Context: an optimization exercise on an open-source flow, tuned for small area, a short achievable clock period and few clock cycles. The choices shown serve that exercise and are no tape-out recipe.
RTL that was checked went through simulation tests only; none was proved equivalent to the original.
Power figures rest on the tool's default switching activity, not on a simulated workload.

v6:
## alu
module alu #(
    parameter INT_W  = 4,
    parameter FRAC_W = 6,
    parameter INST_W = 4,
    parameter DATA_W = INT_W + FRAC_W
)(
    input                     i_clk,
    input                     i_rst_n,
    input                     i_valid,
    input signed [DATA_W-1:0] i_data_a,
    input signed [DATA_W-1:0] i_data_b,
    input        [INST_W-1:0] i_inst,
    output                    o_valid,
    output       [DATA_W-1:0] o_data
);
Size: ~610 cells after synthesis, about 38 flip-flops, roughly 38 I/O pins, roughly 5700 um2 of cells after synthesis.
clock: 9.0 ns
lec_check: 0
cap_margin: 20
core_margin: 2
core_utilization: 40
setup_slack_margin: 4
slew_margin: 20
synth_hierarchical: 1
synth_minimum_keep_size: 0
run.sh (not shown) runs the stock make flow with config.mk's settings and CLKGATE_MAP_FILE= SYNTH_SCRIPT=/design/flow/synth_recipe.tcl, a recipe that flattens the netlist after the stock synthesis.
Modified inputs, v7 compared to v6
==> flow/flow/run.sh (new file) <==
#!/bin/bash
# The standard layout, except that the input and output ports are buffered
# with buf_2 cells (buffer_ports otherwise picks a slow delay buffer).
set -euo pipefail
bash standard.sh "BUFFER_PORTS_ARGS=-buffer_cell sky130_fd_sc_hd__buf_2" finish > standard_flow.log 2>&1
==> flow/standard.sh (new file) <==
#!/bin/bash
# synth_recipe.tcl (not shown) runs the flow's synth.tcl, then flattens the netlist and writes it again
# the make line also repeats each setting of config.mk as NAME=value (left out here)
make -C /OpenROAD-flow-scripts/flow DESIGN_CONFIG=/design/flow/config.mk WORK_HOME=/design/flow/orfs CLKGATE_MAP_FILE= SYNTH_SCRIPT=/design/flow/synth_recipe.tcl "${@:-finish}"
-- flow/config.mk --
<<< v6, line 9
export CORE_MARGIN = 2
export CORE_UTILIZATION = 40
export SETUP_SLACK_MARGIN = 4
export SLEW_MARGIN = 20
export SYNTH_HIERARCHICAL = 1
>>> v7, line 9
export CORE_MARGIN = 2
export CORE_UTILIZATION = 40
export SETUP_SLACK_MARGIN = 2.5
export SLEW_MARGIN = 20
export SYNTH_HIERARCHICAL = 1
removed: flow/run.sh
==> run summary <==
Compared to v6, v7 has detailed-placement wirelength estimate about 0.7% lower.
Taking v6 as the reference, in v7 part of the power in combinational logic lost 7.1 points, sequential share of layout area rose by 2.3 points, placement-stage cell area has decreased, number of non-filler instances in the completed layout dropped about 7%, switching part of the total power now sits higher.
v7 against v6: worst setup margin went down, total chip power went down, final design utilization went down.
v7 | stages: all done | timing, DRC, antenna: all pass
No functional check of the RTL was part of any run of this note.

---

Setup of main:
alu, a different RTL version from the one above (not shown whole).
Size in the first run: ~800 cells after synthesis, ~39 flip-flops, roughly 38 I/O pins, roughly 5800 um^2 of cells after synthesis.
clock: 9.0 ns
lec_check: 0
abc_area: 1
cap_margin: 20
core_margin: 2
core_utilization: 40
setup_slack_margin: 4.4
slew_margin: 20
standard.sh (not shown) runs the stock make flow with config.mk's settings and CLKGATE_MAP_FILE= SYNTH_SCRIPT=/design/flow/synth_recipe.tcl, a recipe that flattens the netlist after the stock synthesis.
==> flow/flow/run.sh <==
#!/bin/bash
# The standard layout with two changes:
#  - the input and output ports are buffered with buf_2 cells (buffer_ports
#    otherwise picks a slow delay buffer);
#  - synthesis is the standard one except for ABC's mapping: the logic from
#    the registers to o_data keeps ORFS's area script (abc_area.script), the
#    logic from the inputs to the registers, which has timing to spare, is
#    mapped for area only (abc_s1.script). flow/abc_split.tcl replaces the
#    single abc call of ORFS's synth.tcl.
set -euo pipefail
W=$PWD
awk -v blk="$W/flow/abc_split.tcl" '{
  if ($0 == "  log_cmd abc {*}$abc_args") { while ((getline l < blk) > 0) print l; close(blk) }
  else print
}' "$FLOW_HOME/scripts/synth.tcl" > synth_split.tcl
grep -q 'ABC_S1' synth_split.tcl
sed "s#source \$::env(SCRIPTS_DIR)/synth.tcl#source $W/synth_split.tcl#" synth_recipe.tcl > synth_top.tcl
grep -q 'synth_split.tcl' synth_top.tcl
bash standard.sh "BUFFER_PORTS_ARGS=-buffer_cell sky130_fd_sc_hd__buf_2" \
  "SYNTH_SCRIPT=$W/synth_top.tcl" \
  "ABC_S1=$W/flow/abc_s1.script" \
  "ABC_S2=$FLOW_HOME/scripts/abc_area.script" \
  finish > standard_flow.log 2>&1
==> flow/flow/abc_s1.script <==
strash
dc2
dch -f
map -a
topo
stime -c
buffer -c
upsize -c
dnsize -c
==> flow/flow/abc_split.tcl <==
  # Map the logic in the cone of the outputs (from the registers to o_data)
  # and the rest (from the inputs to the registers) with separate ABC scripts.
  set abc_rest [lrange $abc_args 2 end]
  select -set s2 o:o_data {%ci*:-sky130_fd_sc_hd__dfxtp_1[D,CLK]:-sky130_fd_sc_hd__dfrtp_1[D,CLK,RESET_B]}
  select -set s1 * @s2 %d
  log_cmd abc -script $::env(ABC_S1) {*}$abc_rest @s1
  log_cmd abc -script $::env(ABC_S2) {*}$abc_rest @s2
  select -clear
main went all the way through the flow, and no timing, DRC or antenna check failed.
Testbench counts of main, summed over its fixed seeds: cycles 24,000.
Here is what was changed in the inputs of the feature branch compared with main.
Settings: a change of CORE_UTILIZATION from 40 to 30; a change of SETUP_SLACK_MARGIN from 4.4 to 3.5.
==> flow/flow/run.sh <==
#!/bin/bash
# The standard layout, except that the input and output ports are buffered
# with buf_2 cells (buffer_ports otherwise picks a slow delay buffer).
set -euo pipefail
bash standard.sh "BUFFER_PORTS_ARGS=-buffer_cell sky130_fd_sc_hd__buf_2" finish > standard_flow.log 2>&1
removed: flow/flow/abc_s1.script
removed: flow/flow/abc_split.tcl
In the feature branch the power turned out 16% lower than in main. Critical path depth: the feature branch < main. Sort the feature branch and main by total length of routed met3 wires desc -> top: the feature branch. Taking main as the reference, in the feature branch depth of the most critical reg-to-reg path saw a decrease; final critical path time including I/O delays and setup saw an increase; clock-buffer cell count saw a decrease; share of the final layout cell area in sequential cells saw an increase; die area saw an increase. Of the feature branch and main, it is the feature branch that has the higher detailed-route wire length on metal 1. Against main, the feature branch comes in about 3.6% higher on synthesized area. Worst setup timing slack at the placement stage is higher on the feature branch.

---

Another version of the RTL of alu (not shown whole).
Size in the first run: ~870 cells after synthesis, roughly 38 I/O pins, roughly 0.0071 mm^2 of cells after synthesis.
export LEC_CHECK = 0
export CAP_MARGIN = 20
export CORE_MARGIN = 2
export CORE_UTILIZATION = 40
export SLEW_MARGIN = 20
create_clock -name core_clock -period 9.0 [get_ports {i_clk}]
run.sh (not shown) runs the stock make flow with config.mk's settings and CLKGATE_MAP_FILE= SYNTH_SCRIPT=/design/flow/synth_recipe.tcl, a recipe that flattens the netlist after the stock synthesis.
Stock flow here: none of the scripts above is used.
Rerun with:
Settings changed: CORE_UTILIZATION 40 to 60, SETUP_SLACK_MARGIN set to 5.
After rerunning: The new run went through all stages and came out clean. Count of clock-buffer cells in the layout is lower by 1. Power is higher by 49%. Hold slack got worse by 8.0 ps. Via count is higher by 21%. Non-clock buffer count is higher by 96. Routed wire length is higher by 35%.
Rerun with:
Settings changed: CORE_UTILIZATION 60 to 40, SETUP_SLACK_MARGIN 5 to 4.
After rerunning: The changed run went through all stages and came out clean; core utilization falls by 36 points; register-to-register slack gains 460 ps; design area falls by 12%; wire length falls by 19%; clock power rises by about 2%.
Rerun with:
Settings changed: ABC_CLOCK_PERIOD_IN_PS set to 2500.
=> The changed run finished with timing, DRC and antenna clean. Design area does not change. Power is unchanged. Wire length stays the same. Sequential cell count does not change. Synthesized cell count does not change. Combinational power stays flat. Utilization does not change. Setup slack does not change. Non-clock buffer count stays the same.
No run of this note included a check of the RTL's function; only the layout flow was run.

---

== run 1 ==
RTL: one of the versions met above, not the one the previous note started from.
Size in the first run: about 800 cells after synthesis, roughly 39 flip-flops, about 38 I/O pins.
Settings: LEC_CHECK=0, ABC_AREA=1, CAP_MARGIN=20, CORE_MARGIN=2, CORE_UTILIZATION=40, SETUP_SLACK_MARGIN=4.7, SLEW_MARGIN=20; clock period 9.0 ns.
standard.sh (not shown) runs the stock make flow with config.mk's settings and CLKGATE_MAP_FILE= SYNTH_SCRIPT=/design/flow/synth_recipe.tcl, a recipe that flattens the netlist after the stock synthesis.
==> flow/flow/run.sh <==
#!/bin/bash
# The standard layout with two changes:
#  - the input and output ports are buffered with buf_2 cells (buffer_ports
#    otherwise picks a slow delay buffer);
#  - synthesis is the standard one except for ABC's mapping: the logic from
#    the registers to o_data keeps ORFS's area script (abc_area.script), the
#    logic from the inputs to the registers, which has timing to spare, is
#    mapped for area only (abc_s1.script). flow/abc_split.tcl replaces the
#    single abc call of ORFS's synth.tcl.
set -euo pipefail
W=$PWD
awk -v blk="$W/flow/abc_split.tcl" '{
  if ($0 == "  log_cmd abc {*}$abc_args") { while ((getline l < blk) > 0) print l; close(blk) }
  else print
}' "$FLOW_HOME/scripts/synth.tcl" > synth_split.tcl
grep -q 'ABC_S1' synth_split.tcl
sed "s#source \$::env(SCRIPTS_DIR)/synth.tcl#source $W/synth_split.tcl#" synth_recipe.tcl > synth_top.tcl
grep -q 'synth_split.tcl' synth_top.tcl
bash standard.sh "BUFFER_PORTS_ARGS=-buffer_cell sky130_fd_sc_hd__buf_2" \
  "SYNTH_SCRIPT=$W/synth_top.tcl" \
  "ABC_S1=$W/flow/abc_s1.script" \
  "ABC_S2=$FLOW_HOME/scripts/abc_area.script" \
  finish > standard_flow.log 2>&1
==> flow/flow/abc_s1.script <==
strash
dc2
dch -f
map -a
topo
stime -c
buffer -c
upsize -c
dnsize -c
==> flow/flow/abc_split.tcl <==
  # Map the logic in the cone of the outputs (from the registers to o_data)
  # and the rest (from the inputs to the registers) with separate ABC scripts.
  set abc_rest [lrange $abc_args 2 end]
  select -set s2 o:o_data {%ci*:-sky130_fd_sc_hd__dfxtp_1[D,CLK]:-sky130_fd_sc_hd__dfrtp_1[D,CLK,RESET_B]}
  select -set s1 * @s2 %d
  log_cmd abc -script $::env(ABC_S1) {*}$abc_rest @s1
  log_cmd abc -script $::env(ABC_S2) {*}$abc_rest @s2
  select -clear
Run 1 finished end to end and its layout was clean on timing, DRC and antenna.
Testbench counts of run 1, summed over its fixed seeds: cycles 24,000.
Input-level comparison between run 2 and run 1:
- changing SETUP_SLACK_MARGIN from 4.7 to 3.5
==> comparison <==
- Count of clock buffers in the final design up 1 in run 2 wrt run 1
- Compared run 1 against run 2; routing usage on met1 within noise.
- Met1 layer wirelength in the final routing (run 2 vs. run 1) decreases slightly
- Total global routing track utilization on run 2 is down relative to run 1.
- Between run 2 and run 1, it is run 2 whose detailed route wirelength on metal3 is lower, by about 11%.
- NOTE count of inverters other than clock inverters in the layout run 1->run 2 decreased slightly
- Run 2 has less setup slack than run 1.
- Run 2 vs run 1, half-perimeter wire length after detailed placement went down by 1.5%.
Here is what was changed in the inputs of run 3 compared with run 2.
- changing CORE_UTILIZATION from 40 to 30
- changing SETUP_SLACK_MARGIN from 3.5 to 4.3
==> flow/flow/run.sh <==
#!/bin/bash
# The standard layout, except that the input and output ports are buffered
# with buf_2 cells (buffer_ports otherwise picks a slow delay buffer).
set -euo pipefail
bash standard.sh "BUFFER_PORTS_ARGS=-buffer_cell sky130_fd_sc_hd__buf_2" finish > standard_flow.log 2>&1
removed: flow/flow/abc_s1.script
removed: flow/flow/abc_split.tcl
==> run summary <==
Run 3 has proportion of power drawn by combinational gates above what run 2 had.
From run 2 to run 3, maximum count of clock buffers along a single path did not move at all.
Count of clock buffers in the final design in run 3 is 1 below run 2.
Per the comparison of run 3 with run 2, worst hold slack shows a reduction of 0.023 ns; well-tap cell count shows an increase of 44%; routed wire length shows an increase of 620 um.
Compared with run 2, run 3 shows maximum achievable frequency that has gone up slightly.
Compare run 3 and run 2 | register-to-register slack lower: run 2
Setup slack sits higher in run 3 than in run 2.

---

alu again, from the RTL that the note above started with.
Settings: LEC_CHECK=0, ABC_AREA=1, CAP_MARGIN=20, CORE_MARGIN=2, CORE_UTILIZATION=40, SETUP_SLACK_MARGIN=4.6, SLEW_MARGIN=20; clock period 9.0 ns.
==> flow/flow/run.sh <==
#!/bin/bash
# The standard layout, except that the input and output ports are buffered
# with buf_2 cells (buffer_ports otherwise picks a slow delay buffer).
set -euo pipefail
bash standard.sh "BUFFER_PORTS_ARGS=-buffer_cell sky130_fd_sc_hd__buf_2" finish > standard_flow.log 2>&1
The starting point passed the timing, design-rule and antenna checks.
Testbench counts at the start, summed over its fixed seeds: cycles 24,000.
Next try:
==> flow/flow/run.sh (replaced) <==
#!/bin/bash
# The standard layout with two changes:
#  - the input and output ports are buffered with buf_2 cells (buffer_ports
#    otherwise picks a slow delay buffer);
#  - synthesis is the standard one except for ABC's mapping: the logic from
#    the registers to o_data keeps ORFS's area script (abc_area.script), the
#    logic from the inputs to the registers, which has timing to spare, is
#    mapped for area only (abc_s1.script). flow/abc_split.tcl replaces the
#    single abc call of ORFS's synth.tcl.
set -euo pipefail
W=$PWD
awk -v blk="$W/flow/abc_split.tcl" '{
  if ($0 == "  log_cmd abc {*}$abc_args") { while ((getline l < blk) > 0) print l; close(blk) }
  else print
}' "$FLOW_HOME/scripts/synth.tcl" > synth_split.tcl
grep -q 'ABC_S1' synth_split.tcl
sed "s#source \$::env(SCRIPTS_DIR)/synth.tcl#source $W/synth_split.tcl#" synth_recipe.tcl > synth_top.tcl
grep -q 'synth_split.tcl' synth_top.tcl
bash standard.sh "BUFFER_PORTS_ARGS=-buffer_cell sky130_fd_sc_hd__buf_2" \
  "SYNTH_SCRIPT=$W/synth_top.tcl" \
  "ABC_S1=$W/flow/abc_s1.script" \
  "ABC_S2=$FLOW_HOME/scripts/abc_area.script" \
  finish > standard_flow.log 2>&1
==> flow/flow/abc_s1.script (new file) <==
strash
dch
map -a
topo
stime -c
buffer -c
upsize -c
dnsize -c
==> flow/flow/abc_split.tcl (new file) <==
  # Map the logic in the cone of the outputs (from the registers to o_data)
  # and the rest (from the inputs to the registers) with separate ABC scripts.
  set abc_rest [lrange $abc_args 2 end]
  select -set s2 o:o_data {%ci*:-sky130_fd_sc_hd__dfxtp_1[D,CLK]:-sky130_fd_sc_hd__dfrtp_1[D,CLK,RESET_B]}
  select -set s1 * @s2 %d
  log_cmd abc -script $::env(ABC_S1) {*}$abc_rest @s1
  log_cmd abc -script $::env(ABC_S2) {*}$abc_rest @s2
  select -clear
- SETUP_SLACK_MARGIN: 4.6 -> 4.0
The changed run finished clean. First-iteration DRC count is higher by a quarter to a third. Setup slack gets worse by 0.073 ns. Synthesized cell count is lower by roughly a tenth. Clock-buffer cell count is higher by 1. Final cell count is lower by a little under a tenth. Area after synthesis is lower by a few percent. Clock power is lower by roughly a tenth. Power is lower by a quarter to a third. Via count is lower by a few percent. Non-clock buffer count is lower by 19.
Next try:
==> flow/flow/abc_s1.script (replaced) <==
strash
dc2
dch -f
map -a
topo
stime -c
buffer -c
upsize -c
dnsize -c
- CORE_UTILIZATION: 40 -> 30
- SETUP_SLACK_MARGIN: 4.0 -> 3.5
Outcome: The new run finished with timing, DRC and antenna clean; via count fell by 2.4%; flip-flop and latch count stays the same; clock power rose by 15%; power rose by 11%; wire length fell by 1.8%.
Next try:
==> flow/flow/run.sh (replaced) <==
#!/bin/bash
# The standard layout, except that the input and output ports are buffered
# with buf_2 cells (buffer_ports otherwise picks a slow delay buffer).
set -euo pipefail
bash standard.sh "BUFFER_PORTS_ARGS=-buffer_cell sky130_fd_sc_hd__buf_2" finish > standard_flow.log 2>&1
- CORE_UTILIZATION: 30 -> 40
- CTS_BUF_LIST: unset -> sky130_fd_sc_hd__clkbuf_4 sky130_fd_sc_hd__clkbuf_8
- SETUP_SLACK_MARGIN: 3.5 -> 4.3
removed: flow/flow/abc_s1.script
removed: flow/flow/abc_split.tcl
=> The new run went through all stages and came out clean; critical path depth increases by 3; synthesized cell count increases by 11%; die area decreases by 22%; power increases by 17%; wire length decreases by 0.36%; hold slack got worse by 0.0090 ns; non-clock buffer count increases by 10.
Next try:
- CORE_UTILIZATION: 40 -> 55
- CTS_BUF_LIST: sky130_fd_sc_hd__clkbuf_4 sky130_fd_sc_hd__clkbuf_8 -> unset
- SETUP_SLACK_MARGIN: 4.3 -> 3.5
Outcome:
- The changed run went through all stages and came out clean
- area after synthesis stays the same
- core utilization goes up by 13 points
- wire length came out lower by 0.84%
- maximum frequency goes down by 2.6%
- design area goes down by about 6.5%
- setup slack is worse by 0.13 ns

[afterwards: timing with drivers on the ports]
No port has a modelled driver above. Below, the same layouts with a new extraction and two added sets of constraints.
Step 1: set_driving_cell puts a clkbuf_16 on i_clk and a buf_2 on each other input, an assumption about the parent block.
Step 2 moves the port delays by t, midway between the first and last clock arrival at a register: inputs arrive t later, outputs are due t later. That takes back most of the time a late clock gives input paths.
Slacks: no drivers / after step 1 / after step 2; pairs: no drivers / after step 1.
run	shift t [ns]	slack for setup (ns)	worst setup path after step 2
v6	0.316	3.705 / 3.670 / 3.577	input to register
v7	0.320	3.151 / 3.156 / 2.848	input to register
main	0.312	4.342 / 4.302 / 4.195	input to register
the feature branch	0.314	4.335 / 4.300 / 4.339	input to register
the first run of note 3	0.325	2.510 / 2.476 / 2.656	input to register
the second run of note 3	0.325	3.210 / 3.172 / 3.497	register to output
the third run of note 3	0.332	3.517 / 3.481 / 3.666	input to register
the fourth run of note 3	0.332	3.517 / 3.481 / 3.666	input to register
run 1	0.321	4.512 / 4.472 / 4.398	input to register
run 2	0.312	4.400 / 4.361 / 4.107	input to register
run 3	0.314	4.453 / 4.418 / 4.348	input to register
the first run of note 5	0.316	4.430 / 4.395 / 4.385	input to register
the second run of note 5	0.319	4.358 / 4.324 / 4.103	input to register
the third run of note 5	0.317	4.322 / 4.339 / 4.022	input to register
the fourth run of note 5	0.323	4.339 / 4.307 / 4.349	input to register
the fifth run of note 5	0.316	4.214 / 4.185 / 4.362	input to register
After both steps every run listed still meets setup and hold. For v7, which loses most, drivers alone change the setup slack by +0.005 ns; drivers and shift together by -0.303 ns.
